What follows belongs to an exercise in optimizing a design on an open flow for small area and a short achievable clock period; a production flow would make more cautious choices.
The RTL was checked by simulation tests, not by an equivalence proof against the original design.

==> flow/design.v (outline; a module is shown in full before it is edited, if it fits) <==
// module two_multipliers_one_adder: 59 lines
// module booth18: 16 lines
// module mul18cs: 619 lines
// module accumulate: 43 lines
// module half_dsp: 50 lines
// module dsp: 67 lines
module dsp (
A0, A1, B0, B1, C0, C1, D0, D1,
E0, E1, F0, F1, G0, G1, H0, H1,
from_previous, add_previous, clk, mode_0, mode_1, reset,
result0, result1
);
  // ...
==> flow/flow/run.sh <==
#!/bin/bash
# Standard layout with two changes:
# 1. One netlist step between synthesis and floorplan: flow/polarity.py
#    rebuilds full adders on complemented signals where that removes
#    inverters between them (a full adder is self-dual), and swaps xor2/xnor2
#    cells where that removes an inverter. Registers are untouched.
# 2. Every input and output port still gets a buffer, but a buf_1 instead of
#    the clkdlybuf4s50_1 that buffer_ports picks by default.
set -euo pipefail
R=orfs/results/${FLOW_PLATFORM}/dsp/base
bash standard.sh synth > synth.log 2>&1
cp $R/1_2_yosys.v yosys_std.v
python3 flow/polarity.py yosys_std.v polarity.v > polarity.log 2>&1
cp polarity.v $R/1_2_yosys.v
rm -f $R/1_synth.odb $R/1_synth.sdc
bash standard.sh "BUFFER_PORTS_ARGS=-buffer_cell sky130_fd_sc_hd__buf_1" finish > layout.log 2>&1
==> flow/flow/polarity.py <==
#!/usr/bin/env python3
"""Removes inverters between full-adder cells in a flat sky130hd netlist.

A full adder is self-dual: FA(~a, ~b, ~c) == (~cout, ~sum). Synthesis leaves
many full adders whose inputs or outputs pass through inverters. This picks,
for every fa cell, whether to build it on complemented signals (so that its
outputs carry the complement of what they carried before) to minimise the
number of inverters needed, then rewrites the netlist: every inverter is
removed and one inverter is placed per signal whose complement some pin
needs. The logic function of every register input and output port is
unchanged; register cells and their names are untouched.

usage: polarity.py IN.v OUT.v
"""
import re
import sys
from collections import defaultdict

XSWAP = {"sky130_fd_sc_hd__xor2_1": "sky130_fd_sc_hd__xnor2_1",
         "sky130_fd_sc_hd__xnor2_1": "sky130_fd_sc_hd__xor2_1"}
OUT_PINS = {"X", "Y", "Q", "Q_N", "SUM", "COUT", "HI", "LO"}
CELL_RE = re.compile(r"^(\s*)(sky130_fd_sc_hd__\w+)\s+(\S+)\s*\((.*?)\);", re.S | re.M)
PIN_RE = re.compile(r"\.(\w+)\(\s*((?:\\\S+\s)|[^()]*?)\s*\)")


def norm(e):
    return e.strip()


def main():
    src, dst = sys.argv[1], sys.argv[2]
    text = open(src).read()
    m_mod = re.search(r"^module\s+\w+\s*\((.*?)\);", text, re.S | re.M)
    ports = set(re.findall(r"[\w\\.\[\]$]+", m_mod.group(1)))
    # port base names (outputs/inputs) are never rewritten as drivers
    port_bases = set(p.split("[")[0] for p in ports)
    # nets named in assign statements are treated like ports
    for a in re.findall(r"^\s*assign\s+(.*?);", text, re.S | re.M):
        for n in re.findall(r"\\\S+|[A-Za-z_][\w$]*", a):
            port_bases.add(n.lstrip("\\").split("[")[0])

    cells = []
    for m in CELL_RE.finditer(text):
        typ, name, body = m.group(2), m.group(3), m.group(4)
        pins = [(p, norm(e)) for p, e in PIN_RE.findall(body)]
        cells.append(dict(typ=typ, name=name, pins=pins, span=m.span()))

    def base(net):
        n = net.lstrip("\\").split("[")[0].strip()
        return n

    def is_port(net):
        return base(net) in port_bases

    drv = {}
    for i, c in enumerate(cells):
        for p, e in c["pins"]:
            if p in OUT_PINS:
                drv[e] = (i, p)

    def is_inv(c):
        return re.match(r"sky130_fd_sc_hd__(clk)?inv_\d+$", c["typ"]) is not None

    def is_fa(c):
        return re.match(r"sky130_fd_sc_hd__fa_\d+$", c["typ"]) is not None

    # inverters we may remove: output net internal (not a port)
    removable = set()
    for i, c in enumerate(cells):
        if is_inv(c):
            y = dict(c["pins"])["Y"]
            if not is_port(y):
                removable.add(i)

    lit_cache = {}

    def lit(net):
        if net in lit_cache:
            return lit_cache[net]
        d = drv.get(net)
        if d is not None and d[0] in removable:
            a = dict(cells[d[0]]["pins"])["A"]
            r, p = lit(a)
            res = (r, p ^ 1)
        else:
            res = (net, 0)
        lit_cache[net] = res
        return res

    # load pins: every input pin of every kept cell
    loads = []  # (cell index, pin, root, pol)
    for i, c in enumerate(cells):
        if i in removable:
            continue
        for p, e in c["pins"]:
            if p in OUT_PINS:
                continue
            if not (e.startswith("\\") or re.match(r"[A-Za-z_]", e)):
                continue  # constant
            r, pol = lit(e)
            loads.append([i, p, r, pol])

    def is_x2(c):
        return c["typ"] in ("sky130_fd_sc_hd__xor2_1", "sky130_fd_sc_hd__xnor2_1")

    fa_idx = [i for i, c in enumerate(cells) if is_fa(c) or is_x2(c)]
    root_of_fa_out = {}  # root net -> fa cell index
    for i in fa_idx:
        for p, e in cells[i]["pins"]:
            if p in OUT_PINS:
                if is_port(e):
                    continue
                root_of_fa_out[e] = i
    flippable = set(i for i in fa_idx
                    if all(not (p in OUT_PINS and is_port(e)) for p, e in cells[i]["pins"]))

    flip = defaultdict(int)
    root_loads = defaultdict(list)
    for k, (i, p, r, pol) in enumerate(loads):
        root_loads[r].append(k)
    fa_in_loads = defaultdict(list)
    for k, (i, p, r, pol) in enumerate(loads):
        if i in flippable and is_fa(cells[i]):
            fa_in_loads[i].append(k)

    def eff(k):
        i, p, r, pol = loads[k]
        v = pol
        d = root_of_fa_out.get(r)
        if d is not None:
            v ^= flip[d]
        if i in flippable and is_fa(cells[i]):
            v ^= flip[i]
        return v

    n1 = defaultdict(int)
    for k in range(len(loads)):
        if eff(k):
            n1[loads[k][2]] += 1

    def cost_roots(roots):
        return sum(1 for r in roots if n1[r] > 0)

    def do_flip(i):
        touched = []
        for p, e in cells[i]["pins"]:
            if p in OUT_PINS and e in root_loads:
                touched.extend(root_loads[e])
        touched.extend(fa_in_loads[i])
        touched = list(set(touched))
        for k in touched:
            if eff(k):
                n1[loads[k][2]] -= 1
        flip[i] ^= 1
        for k in touched:
            if eff(k):
                n1[loads[k][2]] += 1

    def affected_roots(i):
        rs = set()
        for p, e in cells[i]["pins"]:
            if p in OUT_PINS:
                rs.add(e)
        for k in fa_in_loads[i]:
            rs.add(loads[k][2])
        return rs

    start = sum(1 for r in n1 if n1[r] > 0)
    improved = True
    rounds = 0
    while improved and rounds < 50:
        improved = False
        rounds += 1
        for i in fa_idx:
            if i not in flippable:
                continue
            rs = affected_roots(i)
            before = cost_roots(rs)
            do_flip(i)
            after = cost_roots(rs)
            if after < before:
                improved = True
            else:
                do_flip(i)
    import random
    rnd = random.Random(1)
    cand = [i for i in fa_idx if i in flippable]
    best = sum(1 for r in n1 if n1[r] > 0)
    best_flip = dict(flip)
    for it in range(30):
        for i in rnd.sample(cand, max(1, len(cand) // 20)):
            do_flip(i)
        improved = True
        while improved:
            improved = False
            for i in cand:
                rs = affected_roots(i)
                before = cost_roots(rs)
                do_flip(i)
                after = cost_roots(rs)
                if after < before:
                    improved = True
                elif after > before:
                    do_flip(i)
                else:
                    do_flip(i)
        cur = sum(1 for r in n1 if n1[r] > 0)
        if cur < best:
            best = cur
            best_flip = dict(flip)
        else:
            for i in cand:
                if flip[i] != best_flip.get(i, 0):
                    do_flip(i)
    end = sum(1 for r in n1 if n1[r] > 0)
    print(f"polarity: {len(fa_idx)} full adders, {sum(flip.values())} flipped, "
          f"inverters {sum(1 for i in removable)} -> {end} (start {start}), {rounds} rounds",
          file=sys.stderr)

    # rewrite
    newnets = []
    invname = {}
    counter = [0]

    def fresh(prefix):
        counter[0] += 1
        return f"_{prefix}{counter[0]}_"

    # flipped FA outputs drive fresh nets carrying the complement
    newroot = {}
    for i in fa_idx:
        if flip[i]:
            for p, e in cells[i]["pins"]:
                if p in OUT_PINS:
                    nn = fresh("polc")
                    newroot[e] = nn
                    newnets.append(nn)

    def root_net(r):
        return newroot.get(r, r)

    new_pin = {}  # (cell index, pin) -> expr
    for k, (i, p, r, pol) in enumerate(loads):
        v = eff(k)
        rn = root_net(r)
        if v:
            if rn not in invname:
                nn = fresh("poln")
                invname[rn] = nn
                newnets.append(nn)
            new_pin[(i, p)] = invname[rn]
        else:
            new_pin[(i, p)] = rn
    for i in fa_idx:
        if flip[i]:
            for p, e in cells[i]["pins"]:
                if p in OUT_PINS:
                    new_pin[(i, p)] = newroot[e]

    out = []
    pos = 0
    for i, c in enumerate(cells):
        s, e = c["span"]
        out.append(text[pos:s])
        pos = e
        if i in removable:
            continue
        indent = re.match(r"\s*", text[s:e]).group(0)
        pins = []
        typ = c["typ"]
        if is_x2(c) and flip[i]:
            typ = XSWAP[typ]
        for p, ex in c["pins"]:
            ex2 = new_pin.get((i, p), ex)
            if ex2.startswith("\\") and not ex2.endswith(" "):
                ex2 = ex2 + " "
            if is_x2(c) and flip[i] and p in OUT_PINS:
                p = "Y" if p == "X" else "X"
            pins.append(f"    .{p}({ex2})")
        out.append(f"{indent}{typ} {c['name']} (\n" + ",\n".join(pins) + "\n  );")
    rest = text[pos:]
    endi = rest.rindex("endmodule")
    extra = []
    for rn, nn in invname.items():
        a = rn if not rn.startswith("\\") or rn.endswith(" ") else rn + " "
        extra.append(f"  sky130_fd_sc_hd__inv_1 {fresh('polinv')} (\n    .A({a}),\n    .Y({nn})\n  );")
    body = "".join(out) + rest[:endi] + "\n".join(extra) + "\n" + rest[endi:]
    # declare new nets after the module header
    hdr_end = m_mod.end()
    decl = "".join(f"\n  wire {n};" for n in newnets)
    body = body[:hdr_end] + decl + body[hdr_end:]
    # drop declarations of scalar internal wires no longer referenced
    used = set(re.findall(r"\.\w+\(\s*(\\\S+|[\w$]+)", body))
    def keep_decl(m):
        n = m.group(1)
        if n in used or is_port(n):
            return m.group(0)
        return ""
    body = re.sub(r"\n  wire (_\w+_);", lambda m: keep_decl(m) and m.group(0), body)
    open(dst, "w").write(body)


if __name__ == "__main__":
    main()
==> flow/standard.sh <==
#!/bin/bash
# synth_recipe.tcl (not shown) runs the flow's synth.tcl, then flattens the netlist and writes it again
# the make line also repeats each setting of config.mk as NAME=value (left out here)
make -C /OpenROAD-flow-scripts/flow DESIGN_CONFIG=/design/flow/config.mk WORK_HOME=/design/flow/orfs CLKGATE_MAP_FILE= SYNTH_SCRIPT=/design/flow/synth_recipe.tcl "${@:-finish}"
==> flow/config.mk <==
export PLATFORM = sky130hd
export DESIGN_NAME = dsp
export DESIGN_NICKNAME = dsp
export VERILOG_FILES = /design/flow/design.v
export SDC_FILE = /design/flow/constraint.sdc
export NUM_CORES = 4
export LEC_CHECK = 0
export CAP_MARGIN = 20
export CORE_MARGIN = 2
export CORE_UTILIZATION = 55
export SETUP_SLACK_MARGIN = 4.0
export SLEW_MARGIN = 20
==> flow/constraint.sdc <==
create_clock -name core_clock -period 8.5 [get_ports {clk}]
set_input_delay 1.7000 -clock core_clock [delete_from_list [all_inputs] [get_ports {clk}]]
set_output_delay 1.7000 -clock core_clock [all_outputs]
set_load 0.01 [all_outputs]
==> summary.txt, run 1 <==
Route
  • Met2 Wirelength: 236000 um
  • Drt wl/cell: 25.7 um
  • Drt initial violations: 16200
  • Top layer in use: met5
  • Antenna-violating nets left: 0

Timing
  • Min Tclk post-route: 4.57 ns
  • RSZ-0062 raised after global routing: yes
  • Setup ws final: 3.93 ns
  • Slew Limit Headroom: 0.229
  • Final setup TNS: 0 ns
  • Fin. Hold Viols: 0
  • Clock Skews: 0.0533 ns

Critical path
  • Worst path slowest cell: fa_1
  • Critical path fanouts, max: 7
  • Start point of the critical path: sel_y
  • CP Depth: 17
  • R2R cell count: 17
  • CP endpoint: m0.m2.S_temp[106]

Floorplanning
  • IO Pins: 625
  • N_taps: 3366
  • Die area: 0.260 mm2
  • Initial Utilization: 0.554

Run status
  • Outcome: no timing/DRC/antenna violations

Layout
  • Post-layout util: 0.598
  • Non-clock buffer count: 1078
  • Seq Cell Count: 1300
  • Syn-to-layout area delta: 7.99%
  • Signal buf overhead: 0.0438

Placement
  • DP Area: 0.144 mm2
  • Dpl ws: 3.12 ns

CTS
  • CTS H-Tree Depth: 4
  • Post-CTS setup buffer count: 24
  • CTS tree: done

Global route
  • M3 GR Usage: 0.0780
  • GR peak layer: met2
  • Total Routing Usage GR: 0.400
==> module two_multipliers_one_adder, before the edit <==
module two_multipliers_one_adder(
A0,
A1,
B0,
B1,
clk,
sel_x,
sel_y,
sel_pair,
P
);
input [17:0] A0;
input [17:0] A1;
input [17:0] B0;
input [17:0] B1;
input clk;
input sel_x;
input sel_y;
input sel_pair;
output [71:0] P;
reg [17:0] A0_registered;
reg [17:0] B0_registered;
reg [17:0] A1_registered;
reg [17:0] B1_registered;
wire [8:0] b0_one, b0_two, b0_neg, b1_one, b1_two, b1_neg;
wire b0_b17, b1_b17;
booth18 e0(.b(B0_registered), .one(b0_one), .two(b0_two), .neg(b0_neg), .b17(b0_b17));
booth18 e1(.b(B1_registered), .one(b1_one), .two(b1_two), .neg(b1_neg), .b17(b1_b17));
wire [36:0] xs_w, xc_w, ys_w, yc_w;
reg [36:0] xs, xc, ys, yc;
mul18cs mx(.a(A0_registered), .one(b0_one), .two(b0_two), .neg(b0_neg), .b17(b0_b17),
           .s(xs_w), .c(xc_w));
mul18cs my(.a(A1_registered), .one(b1_one), .two(b1_two), .neg(b1_neg), .b17(b1_b17),
           .s(ys_w), .c(yc_w));
always @(posedge clk) begin
    A0_registered <= A0;
    A1_registered <= A1;
    B0_registered <= B0;
    B1_registered <= B1;
    xs <= xs_w;
    xc <= xc_w;
    ys <= ys_w;
    yc <= yc_w;
end
wire [36:0] q0 = xs & {37{sel_x}};
wire [36:0] q1 = xc & {37{sel_x}};
wire [36:0] q2 = ys & {37{sel_y}};
wire [36:0] q3 = yc & {37{sel_y}};
wire [36:0] t1s = q0 ^ q1 ^ q2;
wire [36:0] t1c = (q0 & q1) | (q0 & q2) | (q1 & q2);
wire [36:0] t1cs = {t1c[35:0], 1'b0};
wire [36:0] t2s = t1s ^ t1cs ^ q3;
wire [36:0] t2c = (t1s & t1cs) | (t1s & q3) | (t1cs & q3);
wire [36:0] lo = t2s + {t2c[35:0], 1'b0};
wire [35:0] A0xB0 = xs[35:0] + xc[35:0];
assign P[71:37] = {35{sel_pair}} & A0xB0[35:1];
assign P[36]    = (sel_pair & A0xB0[0]) | lo[36];
assign P[35:0]  = lo[35:0];
endmodule
==> module half_dsp, before the edit <==
module half_dsp (
A0, A1, B0, B1, C0, C1, D0, D1,
sel_x, sel_y, sel_pair, reset_d, mode_0,
from_previous, add_previous, clk, reset,
result
);
input [17:0] A0;
input [17:0] A1;
input [17:0] B0;
input [17:0] B1;
input [17:0] C0;
input [17:0] C1;
input [17:0] D0;
input [17:0] D1;
input sel_x;
input sel_y;
input sel_pair;
input reset_d;
input mode_0;
input [43:0] from_previous;
input add_previous;
input clk;
input reset;
output [143:0] result;
wire [71:0] p0;
wire [71:0] p1;
two_multipliers_one_adder m0(
.A0 (A0), .A1 (A1), .B0 (B0), .B1 (B1),
.clk (clk),
.sel_x (sel_x), .sel_y (sel_y), .sel_pair (sel_pair),
.P (p0)
);
two_multipliers_one_adder m1(
.A0 (C0), .A1 (C1), .B0 (D0), .B1 (D1),
.clk (clk),
.sel_x (sel_x), .sel_y (sel_y), .sel_pair (sel_pair),
.P (p1)
);
accumulate m2(
.A0 (p0),
.B0 (p1),
.C0 (from_previous),
.add_previous (add_previous),
.S (result),
.clk (clk),
.mode_0 (mode_0),
.reset (reset),
.reset_d (reset_d)
);
endmodule
==> module dsp, before the edit <==
module dsp (
A0, A1, B0, B1, C0, C1, D0, D1,
E0, E1, F0, F1, G0, G1, H0, H1,
from_previous, add_previous, clk, mode_0, mode_1, reset,
result0, result1
);
input [17:0] A0;
input [17:0] A1;
input [17:0] B0;
input [17:0] B1;
input [17:0] C0;
input [17:0] C1;
input [17:0] D0;
input [17:0] D1;
input [17:0] E0;
input [17:0] E1;
input [17:0] F0;
input [17:0] F1;
input [17:0] G0;
input [17:0] G1;
input [17:0] H0;
input [17:0] H1;
input [43:0] from_previous;
input clk;
input reset;
input mode_0;
input mode_1;
input add_previous;
output [143:0] result0;
output [143:0] result1;
reg reset_d;
reg sel_x;      
reg sel_y;      
reg sel_pair;   
always @(posedge clk) begin
    reset_d  <= reset;
    sel_x    <= ~reset & ~reset_d & (mode_1 | ~mode_0);
    sel_y    <= ~reset & ~reset_d & ~mode_1;
    sel_pair <= ~reset & ~reset_d &  mode_0 & ~mode_1;
end
wire [143:0] the_output0;
wire [143:0] the_output1;
half_dsp m0(
.A0 (A0), .A1 (A1), .B0 (B0), .B1 (B1),
.C0 (C0), .C1 (C1), .D0 (D0), .D1 (D1),
.sel_x (sel_x), .sel_y (sel_y), .sel_pair (sel_pair), .reset_d (reset_d),
.mode_0 (mode_0),
.from_previous (from_previous),
.add_previous (add_previous),
.clk (clk),
.reset (reset),
.result (the_output0)
);
half_dsp m1(
.A0 (E0), .A1 (E1), .B0 (F0), .B1 (F1),
.C0 (G0), .C1 (G1), .D0 (H0), .D1 (H1),
.sel_x (sel_x), .sel_y (sel_y), .sel_pair (sel_pair), .reset_d (reset_d),
.mode_0 (mode_0),
.from_previous (the_output0[71:28]),
.add_previous (add_previous),
.clk (clk),
.reset (reset),
.result (the_output1)
);
assign result0 = the_output0;
assign result1 = the_output1;
endmodule
==> run 2, diff against run 1 <==
--- a/flow/design.v
+++ b/flow/design.v
@@ -6,5 +6,5 @@
 clk,
 sel_x,
-sel_y,
+gate_y,
 sel_pair,
 P
@@ -16,40 +16,37 @@
 input clk;
 input sel_x;
-input sel_y;
+input gate_y;    
 input sel_pair;
 output [71:0] P;
 reg [17:0] A0_registered;
-reg [17:0] B0_registered;
 reg [17:0] A1_registered;
-reg [17:0] B1_registered;
+reg [8:0] B0_one, B0_two, B0_neg, B1_one, B1_two, B1_neg;
+reg B0_b17, B1_b17;
 wire [8:0] b0_one, b0_two, b0_neg, b1_one, b1_two, b1_neg;
 wire b0_b17, b1_b17;
-booth18 e0(.b(B0_registered), .one(b0_one), .two(b0_two), .neg(b0_neg), .b17(b0_b17));
-booth18 e1(.b(B1_registered), .one(b1_one), .two(b1_two), .neg(b1_neg), .b17(b1_b17));
+booth18 e0(.b(B0), .one(b0_one), .two(b0_two), .neg(b0_neg), .b17(b0_b17));
+booth18 e1(.b(B1), .one(b1_one), .two(b1_two), .neg(b1_neg), .b17(b1_b17));
 wire [36:0] xs_w, xc_w, ys_w, yc_w;
 reg [36:0] xs, xc, ys, yc;
-mul18cs mx(.a(A0_registered), .one(b0_one), .two(b0_two), .neg(b0_neg), .b17(b0_b17),
+mul18cs mx(.a(A0_registered), .one(B0_one), .two(B0_two), .neg(B0_neg), .b17(B0_b17),
            .s(xs_w), .c(xc_w));
-mul18cs my(.a(A1_registered), .one(b1_one), .two(b1_two), .neg(b1_neg), .b17(b1_b17),
+mul18cs my(.a(A1_registered), .one(B1_one), .two(B1_two), .neg(B1_neg), .b17(B1_b17),
            .s(ys_w), .c(yc_w));
 always @(posedge clk) begin
     A0_registered <= A0;
     A1_registered <= A1;
-    B0_registered <= B0;
-    B1_registered <= B1;
+    B0_one <= b0_one; B0_two <= b0_two; B0_neg <= b0_neg; B0_b17 <= b0_b17;
+    B1_one <= b1_one; B1_two <= b1_two; B1_neg <= b1_neg; B1_b17 <= b1_b17;
     xs <= xs_w;
     xc <= xc_w;
-    ys <= ys_w;
-    yc <= yc_w;
+    ys <= ys_w & {37{gate_y}};
+    yc <= yc_w & {37{gate_y}};
 end
-wire [36:0] q0 = xs & {37{sel_x}};
-wire [36:0] q1 = xc & {37{sel_x}};
-wire [36:0] q2 = ys & {37{sel_y}};
-wire [36:0] q3 = yc & {37{sel_y}};
-wire [36:0] t1s = q0 ^ q1 ^ q2;
-wire [36:0] t1c = (q0 & q1) | (q0 & q2) | (q1 & q2);
-wire [36:0] t1cs = {t1c[35:0], 1'b0};
-wire [36:0] t2s = t1s ^ t1cs ^ q3;
-wire [36:0] t2c = (t1s & t1cs) | (t1s & q3) | (t1cs & q3);
+wire [36:0] f1s = xs ^ xc ^ ys;
+wire [36:0] f1c = (xs & xc) | (xs & ys) | (xc & ys);
+wire [36:0] t1s = sel_x ? f1s : ys;
+wire [36:0] t1cs = {f1c[35:0] & {36{sel_x}}, 1'b0};
+wire [36:0] t2s = t1s ^ t1cs ^ yc;
+wire [36:0] t2c = (t1s & t1cs) | (t1s & yc) | (t1cs & yc);
 wire [36:0] lo = t2s + {t2c[35:0], 1'b0};
 wire [35:0] A0xB0 = xs[35:0] + xc[35:0];
@@ -738,5 +735,5 @@
 module half_dsp (
 A0, A1, B0, B1, C0, C1, D0, D1,
-sel_x, sel_y, sel_pair, reset_d, mode_0,
+sel_x, gate_y, sel_pair, reset_d, mode_0,
 from_previous, add_previous, clk, reset,
 result
@@ -751,5 +748,5 @@
 input [17:0] D1;
 input sel_x;
-input sel_y;
+input gate_y;
 input sel_pair;
 input reset_d;
@@ -765,5 +762,5 @@
 .A0 (A0), .A1 (A1), .B0 (B0), .B1 (B1),
 .clk (clk),
-.sel_x (sel_x), .sel_y (sel_y), .sel_pair (sel_pair),
+.sel_x (sel_x), .gate_y (gate_y), .sel_pair (sel_pair),
 .P (p0)
 );
@@ -771,5 +768,5 @@
 .A0 (C0), .A1 (C1), .B0 (D0), .B1 (D1),
 .clk (clk),
-.sel_x (sel_x), .sel_y (sel_y), .sel_pair (sel_pair),
+.sel_x (sel_x), .gate_y (gate_y), .sel_pair (sel_pair),
 .P (p1)
 );
@@ -818,10 +815,9 @@
 reg reset_d;
 reg sel_x;      
-reg sel_y;      
 reg sel_pair;   
+wire gate_y = ~reset & ~reset_d & ~mode_1;
 always @(posedge clk) begin
     reset_d  <= reset;
     sel_x    <= ~reset & ~reset_d & (mode_1 | ~mode_0);
-    sel_y    <= ~reset & ~reset_d & ~mode_1;
     sel_pair <= ~reset & ~reset_d &  mode_0 & ~mode_1;
 end
@@ -831,5 +827,5 @@
 .A0 (A0), .A1 (A1), .B0 (B0), .B1 (B1),
 .C0 (C0), .C1 (C1), .D0 (D0), .D1 (D1),
-.sel_x (sel_x), .sel_y (sel_y), .sel_pair (sel_pair), .reset_d (reset_d),
+.sel_x (sel_x), .gate_y (gate_y), .sel_pair (sel_pair), .reset_d (reset_d),
 .mode_0 (mode_0),
 .from_previous (from_previous),
@@ -842,5 +838,5 @@
 .A0 (E0), .A1 (E1), .B0 (F0), .B1 (F1),
 .C0 (G0), .C1 (G1), .D0 (H0), .D1 (H1),
-.sel_x (sel_x), .sel_y (sel_y), .sel_pair (sel_pair), .reset_d (reset_d),
+.sel_x (sel_x), .gate_y (gate_y), .sel_pair (sel_pair), .reset_d (reset_d),
 .mode_0 (mode_0),
 .from_previous (the_output0[71:28]),
--- a/flow/config.mk
+++ b/flow/config.mk
@@ -8,5 +8,5 @@
 export CAP_MARGIN = 20
 export CORE_MARGIN = 2
-export CORE_UTILIZATION = 55
+export CORE_UTILIZATION = 65
 export SETUP_SLACK_MARGIN = 4.0
 export SLEW_MARGIN = 20
==> run 2 against run 1 <==
- worst hold slack better by 0.054 ns
- utilization is 11 points higher
- critical path type unchanged
- fmax is 0.86% higher
- die area is 29% lower
- critical path depth is 1 lower
==> summary.txt, run 2 <==
Run status
  • Outcome: no timing/DRC/antenna violations (unchanged)

Timing
  • Tcrit/Tclk final: 0.533 (was 0.537)
  • Final setup TNS: 0 ns (unchanged)
  • Slew Limit Headroom: 0.152 (was 0.229)
  • Min Tclk post-route: 4.53 ns (was 4.57 ns)
  • Worst Tran Pin Value: 1.26 ns (was 1.16 ns)
  • RSZ-0062 raised after global routing: yes (unchanged)
  • Fmax: 221 MHz (was 219 MHz)
  • Fin. Hold Viols: 0 (unchanged)
  • Setup ws final: 3.97 ns (was 3.93 ns)
  • Clock Skews: 0.0538 ns (was 0.0533 ns)
  • Hold_ws: 0.574 ns (was 0.520 ns)
  • Final setup vio count: 0 (unchanged)
  • Fin. max-slew vios: 0 (unchanged)

CTS
  • Max Root-Sink Buffers: 3 (was 4)
  • Hold-fix buffer count after cts: 0 (unchanged)
  • Cts bufs inserted: 156 (was 160)
  • Clock latency (worst-skew pair): 0.87 ns (was 0.90 ns)
  • Sink Count: 1372 (was 1300)
  • CTS tree: done (unchanged)
  • CTS H-Tree Depth: 4 (unchanged)
  • Root Driver: clkbuf_16 (unchanged)
  • Clock transition at path regs: 0.07 ns (was 0.06 ns)

Critical path
  • Setup crit end kind: flip-flop (unchanged)
  • Critical path fanouts, max: 7 (unchanged)
  • Critical Path AT: 5.34 ns (was 5.32 ns)
  • WS Path Type: reg2reg (unchanged)
  • Critical Path Start Type: flip-flop (unchanged)
  • Required @ worst endpoint: 9.31 ns (was 9.25 ns)

Global route
  • Total Routing Usage GR: 0.450 (was 0.400)
  • Vias in the first global route: 95300 (was 119000)
  • Largest net degree at the start of global routing: 78 (was 109)
  • Initial antenna violation count: 40 (was 52)
  • First-pass GRT wire length: 620000 um (was 787000 um)
  • Total grt overflow: 0 (unchanged)

Floorplanning
  • Die span in x: 428 um (was 510 um)
  • IO Pins: 625 (unchanged)
  • FP Rows: 155 (was 185)
  • Core area: 0.179 mm2 (was 0.254 mm2)
  • Initial Utilization: 0.655 (was 0.554)
  • Die area: 0.184 mm2 (was 0.260 mm2)
  • Die Span Y: 428 um (was 510 um)

Layout
  • Finished Layout Cells: 14300 (was 21100)
  • Commonest non-fill, non-tap cell in the layout: fa_1 (was nand2_1)
  • Most frequent cells in the layout: fa_1 (1399), dfxtp_1 (1351), a22oi_1 (1241) (was nand2_1 (2072), nor2_1 (1593), a21oi_1 (1565))
  • Layout cells sized above 1: 0.0666 (was 0.0611)
  • Layout Nets: 14200 (was 20000)
  • Regs by FF count: m0.m2.S_temp x144, m1.m2.S_temp x144, m0.m0.ys x37 (was m0.m2.S_temp x144, m1.m2.S_temp x144)
  • Post-route cell area: 0.127 mm2 (was 0.152 mm2)
  • Syn-to-layout area delta: 8.45% (was 7.99%)

Logic synthesis
  • Syn avg cell area: 9.94 um2 (was 7.77 um2)
  • Mapped cell area: 0.117 mm2 (was 0.141 mm2)
  • Post-Syn Nets: 14200 (was 20500)
  • Yosys Warn Count: 3 (unchanged)
  • Syn Inst Count: 11800 (was 18100)

Route
  • Post-DR vias/cell: 6.59 (was 6.27)
  • First-pass DRT Iterations: 7 (was 8)
  • Drt initial violations: 12300 (was 16200)
  • Drt wl/cell: 29.2 um (was 25.7 um)
  • Antenna-violating nets left: 0 (unchanged)
  • Total wire length: 419000 um (was 542000 um)
  • Vias post-DR: 94500 (was 132000)
  • Residual DRC: 0 (unchanged)

Hold path
  • Hold Path Class: reg2reg (unchanged)

Placement
  • Dpl ws: 2.58 ns (was 3.12 ns)
  • Post-Place Cells: 14000 (was 20700)
  • DP Area: 0.120 mm2 (was 0.144 mm2)
  • GPL Wtd Cong: 1.06 (was 1.02)
  • HPWL Detailed: 314000 um (was 401000 um)
  • PortBufs: 624 (unchanged)

Run
  • Max-capacitance violation count: 0 (unchanged)
==> run 2: path summary, 6_finish.rpt <==
path / from / to / slack, ns / cells after the start
max: sel_x / m1.m2.S_temp[95] / 3.97 / 16
min reg2reg: m0.m0.yc[0] / m0.m2.A0_reg[0] / 0.57 / 1
max reg2reg: sel_x / m1.m2.S_temp[95] / 3.97 / 16
min: m0.m0.yc[0] / m0.m2.A0_reg[0] / 0.57 / 1
==> run 2: repair_timing <==
action	CTS	global route
setup buffers	22	22
gates resized for setup	61	116
pin swaps	12	31
hold endpoints to repair	0	0
setup endpoints to repair	234	97
cloned	3	4
==> run 2: per-stage QoR <==
stage | util
6_report | 0.710
5_1_grt | 0.710
4_1_cts | 0.706
3_5_place_dp | 0.671
3_3_place_gp | 0.671
2_1_floorplan | -
==> run 2: routing by layer <==
metal  track usage  share of wire  vias up
met1         0.572           0.36    46500
met3         0.111           0.12     1587
li1              -              -    39800
met4         0.332          0.092       44
met5             0        0.00074        -
met2         0.669           0.43     6604
==> run 2: area by class of cell <==
| cell class | instances | area, um2 |
|---|---|---|
| sequential | 1372 | 27500 |
| clock buffer | 205 | 4360 |
| multi-input combinational | 8742 | 84100 |
| tap | 2355 | 2950 |
| clock inverter | 85 | 1230 |
| inverter | 771 | 2900 |
| fill | 13400 | 51800 |
| antenna | 22 | 55.1 |
| timing repair buffer | 784 | 3880 |
==> run 2: critical path, stage by stage, from the launching register on <==
cell and delay, ns:
dfxtp_4 0.48, buf_4 0.16, buf_6 0.19, mux2_2 0.36
ha_1 0.28, ha_1 0.24, fa_1 0.47, a21o_1 0.21
a21oi_2 0.21, o21ai_1 0.10, nor4b_2 0.17, a211oi_2 0.16
buf_4 0.17, a21oi_2 0.08, nand2b_1 0.19, xor2_1 0.78
and2_1 0.23
==> run 3, diff against run 2 <==
--- a/flow/config.mk
+++ b/flow/config.mk
@@ -9,4 +9,5 @@
 export CORE_MARGIN = 2
 export CORE_UTILIZATION = 65
+export CTS_BUF_LIST = sky130_fd_sc_hd__clkbuf_8
 export SETUP_SLACK_MARGIN = 4.0
 export SLEW_MARGIN = 20
==> run 3 against run 2 <==
- still clean on timing, DRC and antenna
- largest cell class unchanged
- non-clock buffer count down 2
- routed wire length increased by 0.12%
- critical path depth fell by 1
- design area is 0.16% lower
- setup slack lost 0.035 ns
==> summary.txt, run 3 <==
Critical path
  • CP endpoint: m1.m2.S_temp[35] (was m1.m2.S_temp[95])
  • Critical Path Start Type: flip-flop (unchanged)
  • Start point of the critical path: sel_x (unchanged)
  • R2R cell count: 15 (was 16)
  • WS Path Type: reg2reg (unchanged)
  • Critical path fanouts, max: 31 (was 7)
  • Required @ worst endpoint: 9.45 ns (was 9.31 ns)
  • Critical Path AT: 5.51 ns (was 5.34 ns)
  • R2r startpoint: sel_x (unchanged)
  • Setup crit end kind: flip-flop (unchanged)
  • R2r endpoint: m1.m2.S_temp[35] (was m1.m2.S_temp[95])
  • Worst reg-to-reg setup slack: 3.94 ns (was 3.97 ns)

Timing
  • Final setup TNS: 0 ns (unchanged)
  • Fmax: 219 MHz (was 221 MHz)
  • Min Tclk post-route: 4.56 ns (was 4.53 ns)
  • Worst Tran Pin Value: 1.21 ns (was 1.26 ns)
  • Tcrit/Tclk final: 0.537 (was 0.533)
  • Fin. Hold Viols: 0 (unchanged)
  • Clock Skews: 0.101 ns (was 0.0538 ns)
  • Hold_ws: 0.551 ns (was 0.574 ns)
  • Slew Limit Headroom: 0.190 (was 0.152)
  • Final setup vio count: 0 (unchanged)
  • Fin. max-slew vios: 0 (unchanged)
  • RSZ-0062 raised after global routing: yes (unchanged)

Layout
  • Regs by FF count: m0.m2.S_temp x144, m1.m2.S_temp x144, m0.m0.ys x37 (unchanged)
  • Fillers: 13500 (was 13400)
  • Storage cell area: 0.0275 mm2 (about the same)
  • Syn-to-layout area delta: 8.27% (was 8.45%)
  • Commonest non-fill, non-tap cell in the layout: fa_1 (unchanged)
  • Layout cells sized above 1: 0.0752 (was 0.0666)
  • Most frequent cells in the layout: fa_1 (1399), dfxtp_1 (1342), a22oi_1 (1241) (was fa_1 (1399), dfxtp_1 (1351), a22oi_1 (1241))
  • Layout Nets: 14300 (was 14200)
  • Multi-input gate area: 0.0842 mm2 (was 0.0841 mm2)

Run status
  • Outcome: no timing/DRC/antenna violations (unchanged)

Floorplanning
  • Die span in x: 428 um (unchanged)
  • Die area: 0.184 mm2 (unchanged)
  • Core area: 0.179 mm2 (unchanged)
  • FP Rows: 155 (unchanged)
  • Die Span Y: 428 um (unchanged)
  • Initial Utilization: 0.655 (unchanged)
  • IO Pins: 625 (unchanged)

Hold path
  • Hold wc startpoint: m1.m0.yc[0] (was m0.m0.yc[0])
  • Hold Path Class: reg2reg (unchanged)

CTS
  • Root Driver: clkbuf_8 (was clkbuf_16)
  • Cts bufs inserted: 231 (was 156)
  • Sink Count: 1372 (unchanged)
  • Clock transition at path regs: 0.07 ns (about the same)
  • CTS H-Tree Depth: 4 (unchanged)
  • Clock latency (worst-skew pair): 1.09 ns (was 0.87 ns)
  • Max Root-Sink Buffers: 3 (unchanged)
  • CTS tree: done (unchanged)
  • Hold-fix buffer count after cts: 0 (unchanged)

Global route
  • First-pass GRT wire length: 619000 um (was 620000 um)
  • Total grt overflow: 0 (unchanged)
  • Vias in the first global route: 95800 (was 95300)
  • Total Routing Usage GR: 0.450 (about the same)
  • Largest net degree at the start of global routing: 78 (unchanged)
  • Initial antenna violation count: 42 (was 40)

Placement
  • PortBufs: 624 (unchanged)
  • GPL Wtd Cong: 1.06 (unchanged)
  • HPWL Detailed: 314000 um (unchanged)

Route
  • Drt wl/cell: 29.0 um (was 29.2 um)
  • Post-DR vias/cell: 6.53 (was 6.59)
  • Antenna-violating nets left: 0 (unchanged)
  • Drt initial violations: 12000 (was 12300)
  • First-pass DRT Iterations: 7 (unchanged)
  • Vias post-DR: 94600 (was 94500)
  • Total wire length: 420000 um (was 419000 um)
  • Residual DRC: 0 (unchanged)

Logic synthesis
  • Post-Syn Nets: 14200 (unchanged)
  • Mapped cell area: 0.117 mm2 (unchanged)
  • Syn avg cell area: 9.94 um2 (unchanged)
  • Yosys Warn Count: 3 (unchanged)
  • Syn Inst Count: 11800 (unchanged)

Run
  • Max-capacitance violation count: 0 (unchanged)
## run 3: cell types whose count changed in the layout (fill, tap and decap cells not counted), moves of 7 or more
cell       change
clkbuf_8     +257
clkbuf_16    -156
inv_1         +51
clkbuf_1      -23
clkinv_2      +23
inv_6         -15
buf_2          -9
dfxtp_1        -9
diode_2        +9
dfxtp_2        +7
## run 3: worst min path at each step
stage                            to  slack, ns  cells after the start
floorplan               m0.m0.xc[0]       0.36                      0
global placement    m0.m2.A0_reg[0]       0.54                      1
detailed placement  m0.m2.A0_reg[0]       0.56                      1
CTS                 m1.m2.A0_reg[0]       0.53                      1
global route        m1.m2.A0_reg[0]       0.58                      1
finish              m1.m2.A0_reg[0]       0.55                      1
## run 3: layout make-up
type,count,area share
inverter,771,0.0229
antenna,31,0.000612
timing repair buffer,782,0.0305
clock buffer,282,0.0306
multi-input combinational,8742,0.664
clock inverter,141,0.0111
sequential,1372,0.217
tap,2355,0.0232
## run 3: metrics by stage
stage / std cells / cell area (um2) / setup WS (ns) / utilization
after floorplan: 11800 / 117000 / 3.81 / -
after global placement: 14000 / 120000 / 2.61 / 0.671
after detailed placement: 14000 / 120000 / 2.58 / 0.671
after CTS: 14400 / 126000 / 3.98 / 0.704
after global routing: 14500 / 127000 / 3.85 / 0.709
final: 14500 / 127000 / 3.94 / 0.709
## run 3: critical path, cell delays in order, from the launching register on
cell and delay, ns:
dfxtp_4 0.38, buf_12 0.18, buf_16 0.24, mux2_2 0.37
fa_1 0.45, ha_1 0.35, or2_2 0.32, a21oi_1 0.21
a21oi_2 0.07, a221o_1 0.41, a21boi_4 0.26, nor2_4 0.06
o31a_1 0.35, o41ai_4 0.34, o21a_1 0.25, mux2i_1 0.21
## run 3: metal layers
layer / wire length (um) / GRT usage
met4: 39200 / 0.335
met2: 179000 / 0.664
met3: 50400 / 0.125
met1: 151000 / 0.565
met5: 208 / 0
## run 3: timing repair
action | CTS | global route
cloned | 3 | 5
endpoints found under the setup margin | 233 | 100
resized for setup | 47 | 146
pin swaps | 8 | 44
buffers inserted | 16 | 25
==> run 4, diff against run 3 <==
--- a/flow/config.mk
+++ b/flow/config.mk
@@ -10,4 +10,4 @@
 export CORE_UTILIZATION = 65
 export CTS_BUF_LIST = sky130_fd_sc_hd__clkbuf_8
-export SETUP_SLACK_MARGIN = 4.0
+export SETUP_SLACK_MARGIN = 4.2
 export SLEW_MARGIN = 20
==> run 4 against run 3 <==
- design area grew 1.4%
- synthesized cell count unchanged
- die area did not move
- highest routed layer unchanged
- worst hold slack better by 0.037 ns
- clock-buffer cell count decreased by 8
- sequential cell count unchanged
- setup slack improved by 0.071 ns
- sequential share of layout area down 0.26 points
- via count grew 0.84%
- largest cell class unchanged
- critical path type unchanged
==> summary.txt, run 4 <==
Run status
  • Outcome: no timing/DRC/antenna violations (unchanged)

Global route
  • Total grt overflow: 0 (unchanged)
  • First-pass GRT wire length: 620000 um (was 619000 um)
  • Vias in the first global route: 95000 (was 95800)
  • Initial antenna violation count: 52 (was 42)
  • Total Routing Usage GR: 0.450 (about the same)
  • Largest net degree at the start of global routing: 81 (was 78)

Timing
  • Fmax: 223 MHz (was 219 MHz)
  • Tcrit/Tclk final: 0.529 (was 0.537)
  • Worst Tran Pin Value: 1.26 ns (was 1.21 ns)
  • Final setup TNS: 0 ns (unchanged)
  • Clock Skews: 0.0628 ns (was 0.101 ns)
  • Fin. Hold Viols: 0 (unchanged)
  • Min Tclk post-route: 4.49 ns (was 4.56 ns)
  • Final setup vio count: 0 (unchanged)
  • RSZ-0062 raised after global routing: yes (unchanged)
  • Slew Limit Headroom: 0.163 (was 0.190)
  • Fin. max-slew vios: 0 (unchanged)

Floorplanning
  • Die area: 0.184 mm2 (unchanged)
  • Die Span Y: 428 um (unchanged)
  • Initial Utilization: 0.655 (unchanged)
  • Die span in x: 428 um (unchanged)
  • IO Pins: 625 (unchanged)
  • Core area: 0.179 mm2 (unchanged)
  • FP Rows: 155 (unchanged)

Layout
  • Layout Nets: 14400 (was 14300)
  • Commonest non-fill, non-tap cell in the layout: fa_1 (unchanged)
  • Fillers: 13400 (was 13500)
  • Regs by FF count: m0.m2.S_temp x144, m1.m2.S_temp x144, m0.m0.ys x37 (unchanged)
  • Syn-to-layout area delta: 9.77% (was 8.27%)
  • Layout cells sized above 1: 0.0947 (was 0.0752)
  • Most frequent cells in the layout: fa_1 (1395), dfxtp_1 (1308), a22oi_1 (1241) (was fa_1 (1399), dfxtp_1 (1342), a22oi_1 (1241))

Route
  • Residual DRC: 0 (unchanged)
  • Drt initial violations: 12400 (was 12000)
  • Post-DR vias/cell: 6.57 (was 6.53)
  • Vias post-DR: 95300 (was 94600)
  • Drt wl/cell: 29.2 um (was 29.0 um)
  • Total wire length: 423000 um (was 420000 um)
  • First-pass DRT Iterations: 9 (was 7)
  • Antenna-violating nets left: 0 (unchanged)

Critical path
  • WS Path Type: reg2reg (unchanged)
  • Setup crit end kind: flip-flop (unchanged)
  • Critical path fanouts, max: 4 (was 31)
  • Required @ worst endpoint: 9.38 ns (was 9.45 ns)
  • R2R cell count: 15 (unchanged)
  • Critical Path Start Type: flip-flop (unchanged)
  • Worst reg-to-reg setup slack: 4.01 ns (was 3.94 ns)
  • Critical Path AT: 5.37 ns (was 5.51 ns)
  • R2r startpoint: m0.m1.xs[8] (was sel_x)
  • R2r endpoint: m0.m2.S_temp[30] (was m1.m2.S_temp[35])

Placement
  • HPWL Detailed: 315000 um (was 314000 um)
  • PortBufs: 624 (unchanged)
  • GPL Wtd Cong: 1.07 (was 1.06)

Logic synthesis
  • Mapped cell area: 0.117 mm2 (unchanged)
  • Syn avg cell area: 9.94 um2 (unchanged)
  • Yosys Warn Count: 3 (unchanged)
  • Post-Syn Nets: 14200 (unchanged)
  • Syn Inst Count: 11800 (unchanged)

Hold path
  • Hold wc startpoint: m0.m0.yc[0] (was m1.m0.yc[0])
  • Hold Path Class: reg2reg (unchanged)
  • Worst hold path cell count: 1 (unchanged)
  • Worst hold endpoint: m0.m2.A0_reg[0] (was m1.m2.A0_reg[0])

CTS
  • Cts bufs inserted: 223 (was 231)
  • Hold-fix buffer count after cts: 0 (unchanged)
  • Max Root-Sink Buffers: 3 (unchanged)
  • CTS H-Tree Depth: 4 (unchanged)
  • Clock transition at path regs: 0.07 ns (about the same)
  • Sink Count: 1372 (unchanged)
  • Root Driver: clkbuf_8 (unchanged)
  • Clock latency (worst-skew pair): 1.03 ns (was 1.09 ns)
  • CTS tree: done (unchanged)

Run
  • Max-capacitance violation count: 0 (unchanged)
[run 4: worst max-delay path by stage]
| stage | end | depth (start not counted) | startpoint |
|---|---|---|---|
| after floorplan | m0.m2.S_temp[140] | 13 | from_previous[2] |
| after global placement | m0.m2.S_temp[140] | 14 | from_previous[5] |
| after detailed placement | m0.m2.S_temp[140] | 14 | from_previous[5] |
| after CTS | m0.m2.S_temp[30] | 15 | m0.m1.xs[7] |
| after global routing | m0.m2.S_temp[30] | 15 | m0.m1.xs[7] |
| final | m0.m2.S_temp[30] | 15 | m0.m1.xs[8] |
[run 4: what timing repair did]
item | 4_1_cts | 5_1_grt
endpoints found under the setup margin | 260 | 131
pin swaps | 52 | 99
gates resized for setup | 167 | 287
setup buffers | 49 | 53
endpoints found under the hold margin | 0 | 0
cloned | 10 | 12
[run 4: stage by stage]
stage                util  hold slack, ns  cells  worst slack (ns)  instance area, um2
floorplan               -           0.363  11800              3.81              117000
global placement    0.670           0.566  13900              2.71              120000
detailed placement  0.670           0.566  13900              2.68              120000
CTS                 0.707           0.587  14400              4.11              126000
global route        0.718           0.593  14500              3.91              128000
finish              0.719           0.588  14500              4.01              129000
[run 4: critical path, stage by stage (launching register included)]
cell and delay [ns]:
dfxtp_1 0.34, fa_1 0.48, mux2_2 0.28, fa_1 0.49
ha_4 0.20, or3_4 0.37, or4_4 0.44, a21oi_4 0.19
nor3_4 0.08, o31ai_4 0.28, a21oi_2 0.13, a2111oi_2 0.33
o21bai_1 0.18, a31o_1 0.23, xor2_2 0.17, and2_1 0.18
[run 4: final cells by class]
| type | instances | area (um2) | share of cell area |
|---|---|---|---|
| diodes | 34 | 85.1 | 0.000662 |
| clock buffers | 274 | 3770 | 0.0293 |
| clock inverters | 138 | 1310 | 0.0102 |
| inverters | 771 | 2910 | 0.0226 |
| multi-input cells | 8742 | 85200 | 0.663 |
| flip-flops and latches | 1372 | 27600 | 0.214 |
| well taps | 2355 | 2950 | 0.0229 |
| repair buffers | 831 | 4700 | 0.0366 |
[run 4: per-layer routing]
layer / vias to the layer above / GRT usage / share of wire
met5: - / 0 / 0.00067
met4: 40 / 0.338 / 0.094
met3: 1604 / 0.117 / 0.12
met2: 6862 / 0.654 / 0.42
met1: 46800 / 0.579 / 0.37
li1: 40100 / - / -
==> module accumulate, before the edit <==
module accumulate(
A0,
B0,
C0,
clk,
add_previous,
reset,
mode_0,
reset_d,
S
);
input [71:0] A0;
input [71:0] B0;
input [43:0] C0;
input clk;
input reset;
input add_previous;
input mode_0;
input reset_d;    
output [143:0] S;
reg [35:0] A0_reg;
reg [35:0] B0_reg;
reg [143:0] S_temp;
wire pass = mode_0 & ~reset;
wire acc  = ~mode_0 & ~reset;
wire [35:0] a0 = A0_reg & {36{~reset_d}};
wire [35:0] b0 = B0_reg & {36{~reset_d}};
wire [43:0] x = {8'd0, a0};
wire [43:0] y = {8'd0, b0};
wire [43:0] cs_s = x ^ y ^ C0;
wire [43:0] cs_c = (x & y) | (x & C0) | (y & C0);
wire [43:0] with_prev = cs_s + {cs_c[42:0], 1'b0};
wire [36:0] no_prev = a0 + b0;
wire [43:0] accumulated = add_previous ? with_prev : {7'd0, no_prev};
always @(posedge clk) begin
    A0_reg <= A0[35:0];
    B0_reg <= B0[35:0];
    S_temp[143:100] <= ({44{pass}} & {A0[71:28]}) | ({44{acc}} & accumulated);
    S_temp[99:72]   <= {28{pass}} & A0[27:0];
    S_temp[71:0]    <= {72{pass}} & B0;
end
assign S = S_temp;
endmodule
==> run 5, diff against run 4 <==
--- a/flow/design.v
+++ b/flow/design.v
@@ -5,7 +5,7 @@
 B1,
 clk,
-sel_x,
-gate_y,
+sel_sum,
 sel_pair,
+sel_x,
 P
 );
@@ -15,7 +15,7 @@
 input [17:0] B1;
 input clk;
-input sel_x;
-input gate_y;    
+input sel_sum;
 input sel_pair;
+input sel_x;
 output [71:0] P;
 reg [17:0] A0_registered;
@@ -40,18 +40,19 @@
     xs <= xs_w;
     xc <= xc_w;
-    ys <= ys_w & {37{gate_y}};
-    yc <= yc_w & {37{gate_y}};
+    ys <= ys_w;
+    yc <= yc_w;
 end
-wire [36:0] f1s = xs ^ xc ^ ys;
-wire [36:0] f1c = (xs & xc) | (xs & ys) | (xc & ys);
-wire [36:0] t1s = sel_x ? f1s : ys;
-wire [36:0] t1cs = {f1c[35:0] & {36{sel_x}}, 1'b0};
+wire [35:0] A0xB0 = xs[35:0] + xc[35:0];
+wire [35:0] A1xB1 = ys[35:0] + yc[35:0];
+wire [36:0] t1s = xs ^ xc ^ ys;
+wire [36:0] t1c = (xs & xc) | (xs & ys) | (xc & ys);
+wire [36:0] t1cs = {t1c[35:0], 1'b0};
 wire [36:0] t2s = t1s ^ t1cs ^ yc;
 wire [36:0] t2c = (t1s & t1cs) | (t1s & yc) | (t1cs & yc);
-wire [36:0] lo = t2s + {t2c[35:0], 1'b0};
-wire [35:0] A0xB0 = xs[35:0] + xc[35:0];
+wire [36:0] tempsum = t2s + {t2c[35:0], 1'b0};
 assign P[71:37] = {35{sel_pair}} & A0xB0[35:1];
-assign P[36]    = (sel_pair & A0xB0[0]) | lo[36];
-assign P[35:0]  = lo[35:0];
+assign P[36]    = (sel_pair & A0xB0[0]) | (sel_sum & tempsum[36]);
+assign P[35:0]  = ({36{sel_pair}} & A1xB1) | ({36{sel_sum}} & tempsum[35:0])
+                | ({36{sel_x}} & A0xB0);
 endmodule
 module booth18(b, one, two, neg, b17);
@@ -698,5 +699,4 @@
 reset,
 mode_0,
-reset_d,
 S
 );
@@ -708,5 +708,4 @@
 input add_previous;
 input mode_0;
-input reset_d;    
 output [143:0] S;
 reg [35:0] A0_reg;
@@ -715,12 +714,10 @@
 wire pass = mode_0 & ~reset;
 wire acc  = ~mode_0 & ~reset;
-wire [35:0] a0 = A0_reg & {36{~reset_d}};
-wire [35:0] b0 = B0_reg & {36{~reset_d}};
-wire [43:0] x = {8'd0, a0};
-wire [43:0] y = {8'd0, b0};
+wire [43:0] x = {8'd0, A0_reg};
+wire [43:0] y = {8'd0, B0_reg};
 wire [43:0] cs_s = x ^ y ^ C0;
 wire [43:0] cs_c = (x & y) | (x & C0) | (y & C0);
 wire [43:0] with_prev = cs_s + {cs_c[42:0], 1'b0};
-wire [36:0] no_prev = a0 + b0;
+wire [36:0] no_prev = A0_reg + B0_reg;
 wire [43:0] accumulated = add_previous ? with_prev : {7'd0, no_prev};
 always @(posedge clk) begin
@@ -735,5 +732,5 @@
 module half_dsp (
 A0, A1, B0, B1, C0, C1, D0, D1,
-sel_x, gate_y, sel_pair, reset_d, mode_0,
+sel_sum, sel_pair, sel_x, mode_0,
 from_previous, add_previous, clk, reset,
 result
@@ -747,8 +744,7 @@
 input [17:0] D0;
 input [17:0] D1;
-input sel_x;
-input gate_y;
+input sel_sum;
 input sel_pair;
-input reset_d;
+input sel_x;
 input mode_0;
 input [43:0] from_previous;
@@ -762,5 +758,5 @@
 .A0 (A0), .A1 (A1), .B0 (B0), .B1 (B1),
 .clk (clk),
-.sel_x (sel_x), .gate_y (gate_y), .sel_pair (sel_pair),
+.sel_sum (sel_sum), .sel_pair (sel_pair), .sel_x (sel_x),
 .P (p0)
 );
@@ -768,5 +764,5 @@
 .A0 (C0), .A1 (C1), .B0 (D0), .B1 (D1),
 .clk (clk),
-.sel_x (sel_x), .gate_y (gate_y), .sel_pair (sel_pair),
+.sel_sum (sel_sum), .sel_pair (sel_pair), .sel_x (sel_x),
 .P (p1)
 );
@@ -779,6 +775,5 @@
 .clk (clk),
 .mode_0 (mode_0),
-.reset (reset),
-.reset_d (reset_d)
+.reset (reset)
 );
 endmodule
@@ -814,12 +809,16 @@
 output [143:0] result1;
 reg reset_d;
-reg sel_x;      
+reg sel_sum;    
 reg sel_pair;   
-wire gate_y = ~reset & ~reset_d & ~mode_1;
+reg sel_x;      
 always @(posedge clk) begin
     reset_d  <= reset;
-    sel_x    <= ~reset & ~reset_d & (mode_1 | ~mode_0);
+    sel_sum  <= ~reset & ~reset_d & ~mode_0 & ~mode_1;
     sel_pair <= ~reset & ~reset_d &  mode_0 & ~mode_1;
+    sel_x    <= ~reset & ~reset_d &  mode_1;
 end
+wire sel_sum_e  = sel_sum & ~reset;
+wire sel_pair_e = sel_pair & ~reset;
+wire sel_x_e    = sel_x & ~reset;
 wire [143:0] the_output0;
 wire [143:0] the_output1;
@@ -827,5 +826,5 @@
 .A0 (A0), .A1 (A1), .B0 (B0), .B1 (B1),
 .C0 (C0), .C1 (C1), .D0 (D0), .D1 (D1),
-.sel_x (sel_x), .gate_y (gate_y), .sel_pair (sel_pair), .reset_d (reset_d),
+.sel_sum (sel_sum_e), .sel_pair (sel_pair_e), .sel_x (sel_x_e),
 .mode_0 (mode_0),
 .from_previous (from_previous),
@@ -838,5 +837,5 @@
 .A0 (E0), .A1 (E1), .B0 (F0), .B1 (F1),
 .C0 (G0), .C1 (G1), .D0 (H0), .D1 (H1),
-.sel_x (sel_x), .gate_y (gate_y), .sel_pair (sel_pair), .reset_d (reset_d),
+.sel_sum (sel_sum_e), .sel_pair (sel_pair_e), .sel_x (sel_x_e),
 .mode_0 (mode_0),
 .from_previous (the_output0[71:28]),
==> flow/flow/run.sh (replaced) <==
#!/bin/bash
# Standard layout, with one netlist step between synthesis and floorplan:
# flow/polarity.py rebuilds full adders on complemented signals where that
# removes inverters between them (a full adder is self-dual), and swaps
# xor2/xnor2 cells where that removes an inverter. Registers are untouched.
set -euo pipefail
R=orfs/results/${FLOW_PLATFORM}/dsp/base
bash standard.sh synth > synth.log 2>&1
cp $R/1_2_yosys.v yosys_std.v
python3 flow/polarity.py yosys_std.v polarity.v > polarity.log 2>&1
cp polarity.v $R/1_2_yosys.v
rm -f $R/1_synth.odb $R/1_synth.sdc
bash standard.sh > layout.log 2>&1
--- a/flow/config.mk
+++ b/flow/config.mk
@@ -8,6 +8,5 @@
 export CAP_MARGIN = 20
 export CORE_MARGIN = 2
-export CORE_UTILIZATION = 65
-export CTS_BUF_LIST = sky130_fd_sc_hd__clkbuf_8
-export SETUP_SLACK_MARGIN = 4.2
+export CORE_UTILIZATION = 40
+export SETUP_SLACK_MARGIN = 4.0
 export SLEW_MARGIN = 20
==> run 5 against run 4 <==
- routed wire length is 7.8% higher
- sequential share of layout area is 1.5 points lower
- critical endpoint is now m1.m2.S_temp[27]
==> summary.txt, run 5 <==
Run status
  • Outcome: no timing/DRC/antenna violations (unchanged)

Floorplanning
  • FP Rows: 202 (was 155)
  • Die span in x: 555 um (was 428 um)
  • Die area: 0.308 mm2 (was 0.184 mm2)
  • Core area: 0.303 mm2 (was 0.179 mm2)
  • IO Pins: 625 (unchanged)
  • Die Span Y: 555 um (was 428 um)
  • Initial Utilization: 0.402 (was 0.655)

Run
  • Max-capacitance violation count: 0 (unchanged)

Timing
  • Worst Tran Pin Value: 1.19 ns (was 1.26 ns)
  • Clock Skews: 0.0509 ns (was 0.0628 ns)
  • Final setup vio count: 0 (unchanged)
  • Hold_ws: 0.448 ns (was 0.588 ns)
  • RSZ-0062 raised after global routing: yes (unchanged)
  • Setup ws final: 3.82 ns (was 4.01 ns)
  • Min Tclk post-route: 4.68 ns (was 4.49 ns)
  • Fmax: 214 MHz (was 223 MHz)
  • Slew Limit Headroom: 0.202 (was 0.163)
  • Fin. Hold Viols: 0 (unchanged)
  • Final setup TNS: 0 ns (unchanged)
  • Fin. max-slew vios: 0 (unchanged)
  • Tcrit/Tclk final: 0.551 (was 0.529)

CTS
  • Sink Count: 1372 (unchanged)
  • CTS H-Tree Depth: 4 (unchanged)
  • Max Root-Sink Buffers: 4 (was 3)
  • Clock transition at path regs: 0.07 ns (about the same)
  • CTS tree: done (unchanged)
  • Cts bufs inserted: 170 (was 223)
  • Root Driver: clkbuf_16 (was clkbuf_8)
  • Hold-fix buffer count after cts: 0 (unchanged)
  • Clock latency (worst-skew pair): 0.86 ns (was 1.03 ns)

Route
  • Post-DR vias/cell: 5.79 (was 6.57)
  • Drt wl/cell: 27.4 um (was 29.2 um)
  • First-pass DRT Iterations: 6 (was 9)
  • Drt initial violations: 9406 (was 12400)
  • Vias post-DR: 96300 (was 95300)
  • Residual DRC: 0 (unchanged)
  • Total wire length: 456000 um (was 423000 um)
  • Antenna-violating nets left: 0 (unchanged)

Layout
  • Fillers: 28900 (was 13400)
  • Post-route cell area: 0.138 mm2 (was 0.129 mm2)
  • Multi-input gate area: 0.0888 mm2 (was 0.0852 mm2)
  • Storage cell area: 0.0275 mm2 (was 0.0276 mm2)
  • Commonest non-fill, non-tap cell in the layout: fa_1 (unchanged)
  • Most frequent cells in the layout: fa_1 (1398), dfxtp_1 (1364), a22oi_1 (1277) (was fa_1 (1395), dfxtp_1 (1308), a22oi_1 (1241))
  • Layout Nets: 15100 (was 14400)
  • Layout cells sized above 1: 0.0554 (was 0.0947)
  • Regs by FF count: m0.m2.S_temp x144, m1.m2.S_temp x144 (was m0.m2.S_temp x144, m1.m2.S_temp x144, m0.m0.ys x37)
  • Syn-to-layout area delta: 13.2% (was 9.77%)
  • Finished Layout Cells: 16600 (was 14500)

Critical path
  • Worst reg-to-reg setup slack: 3.82 ns (was 4.01 ns)
  • WS Path Type: reg2reg (unchanged)
  • Required @ worst endpoint: 9.22 ns (was 9.38 ns)
  • Critical Path Start Type: flip-flop (unchanged)
  • Critical path fanouts, max: 4 (unchanged)
  • Critical Path AT: 5.40 ns (was 5.37 ns)
  • Setup crit end kind: flip-flop (unchanged)

Global route
  • Total Routing Usage GR: 0.290 (was 0.450)
  • First-pass GRT wire length: 665000 um (was 620000 um)
  • Global-route track usage on met2: 0.452 (was 0.654)
  • GR peak layer: met2 (unchanged)
  • Total grt overflow: 0 (unchanged)
  • Initial antenna violation count: 33 (was 52)
  • M3 GR Usage: 0.0478 (was 0.117)
  • Vias in the first global route: 96100 (was 95000)
  • Met1 usage: 0.380 (was 0.579)
  • Largest net degree at the start of global routing: 60 (was 81)

Logic synthesis
  • Syn avg cell area: 9.77 um2 (was 9.94 um2)
  • Yosys Warn Count: 3 (unchanged)
  • Syn Inst Count: 12400 (was 11800)
  • Mapped cell area: 0.122 mm2 (was 0.117 mm2)
  • Post-Syn Nets: 15000 (was 14200)

Hold path
  • Hold Path Class: reg2reg (unchanged)

Placement
  • PortBufs: 624 (unchanged)
  • Dpl ws: 2.87 ns (was 2.68 ns)
  • HPWL Detailed: 353000 um (was 315000 um)
  • DP Area: 0.131 mm2 (was 0.120 mm2)
  • GPL Wtd Cong: 0.986 (was 1.07)
  • Post-Place Cells: 16300 (was 13900)
==> run 5: layout make-up <==
class / instances / share of cell area
repair buffers: 829 / 0.0567
well taps: 3978 / 0.0362
clock buffers: 217 / 0.0344
inverters: 694 / 0.0190
diodes: 22 / 0.000400
flip-flops and latches: 1372 / 0.200
clock inverters: 90 / 0.00891
multi-input cells: 9443 / 0.645
==> run 5: worst paths after layout <==
kind                      end   startpoint  cells past startpoint
min reg2reg             sel_x      reset_d                      1
min                     sel_x      reset_d                      1
max          m1.m2.S_temp[27]  m1.m1.xs[2]                     18
max reg2reg  m1.m2.S_temp[27]  m1.m1.xs[2]                     18
==> run 5: worst max-delay path, cell delays in order, from the launching register on <==
cell and delay [ns]:
dfxtp_2 0.33, fa_1 0.56, fa_1 0.47, fa_2 0.38
inv_2 0.08, nor2b_4 0.05, o31ai_4 0.26, a211oi_2 0.12
or4_4 0.44, o31a_1 0.28, a311o_2 0.44, buf_6 0.15
a31oi_4 0.20, buf_4 0.15, buf_6 0.08, xnor2_1 0.05
a222oi_1 0.25, buf_4 0.19, nor2_1 0.04
==> run 5: metal layers <==
| layer | vias to the layer above | part of all wire |
|---|---|---|
| li1 | 43100 | - |
| met1 | 48000 | 0.41 |
| met2 | 4406 | 0.45 |
| met3 | 820 | 0.078 |
| met4 | 4 | 0.067 |
| met5 | - | 0.000050 |
==> run 5: stage by stage <==
step,util
floorplan,-
global placement,0.431
detailed placement,0.431
CTS,0.453
global route,0.455
finish,0.455
==> run 5: timing repair <==
item | 4_1_cts | 5_1_grt
buffers inserted | 34 | 30
resized for setup | 52 | 99
pin swaps | 29 | 51
setup endpoints to repair | 71 | 121

==> what the ideal ports hide <==
The flow's constraints put no driver on any port. The routed layouts listed below were extracted and timed again, unchanged, in two steps.
Step 1 (the two cells are an assumption about what drives the block):
set clk [get_ports {clk}]
set_driving_cell -lib_cell sky130_fd_sc_hd__clkbuf_16 $clk
set_driving_cell -lib_cell sky130_fd_sc_hd__buf_2 [delete_from_list [all_inputs] $clk]
Step 2 moves the port delays by t, midway between the first and last clock arrival at a register: inputs arrive t later, outputs are due t later. That takes back most of the time a late clock gives input paths.
Three values: ideal ports, drivers, drivers and shift; two values: the first two.
run | shift t [ns] | setup WS [ns] | clock arrival spread, ns | pins driven straight from the clock port
run 1 | 0.980 | 3.932 / 3.932 / 3.208 | 0.072 / 0.071 | 1
run 2 | 0.942 | 3.970 / 3.970 / 3.107 | 0.054 / 0.054 | 1
run 3 | 1.141 | 3.936 / 3.936 / 2.882 | 0.107 / 0.106 | 1
run 4 | 1.098 | 4.006 / 4.006 / 3.142 | 0.066 / 0.066 | 1
run 5 | 0.941 | 3.819 / 3.819 / 3.159 | 0.059 / 0.060 | 1
After both steps every run listed still meets setup and hold. For run 3, which loses most, drivers alone change the setup slack by 0.000 ns; drivers and shift together by -1.054 ns.
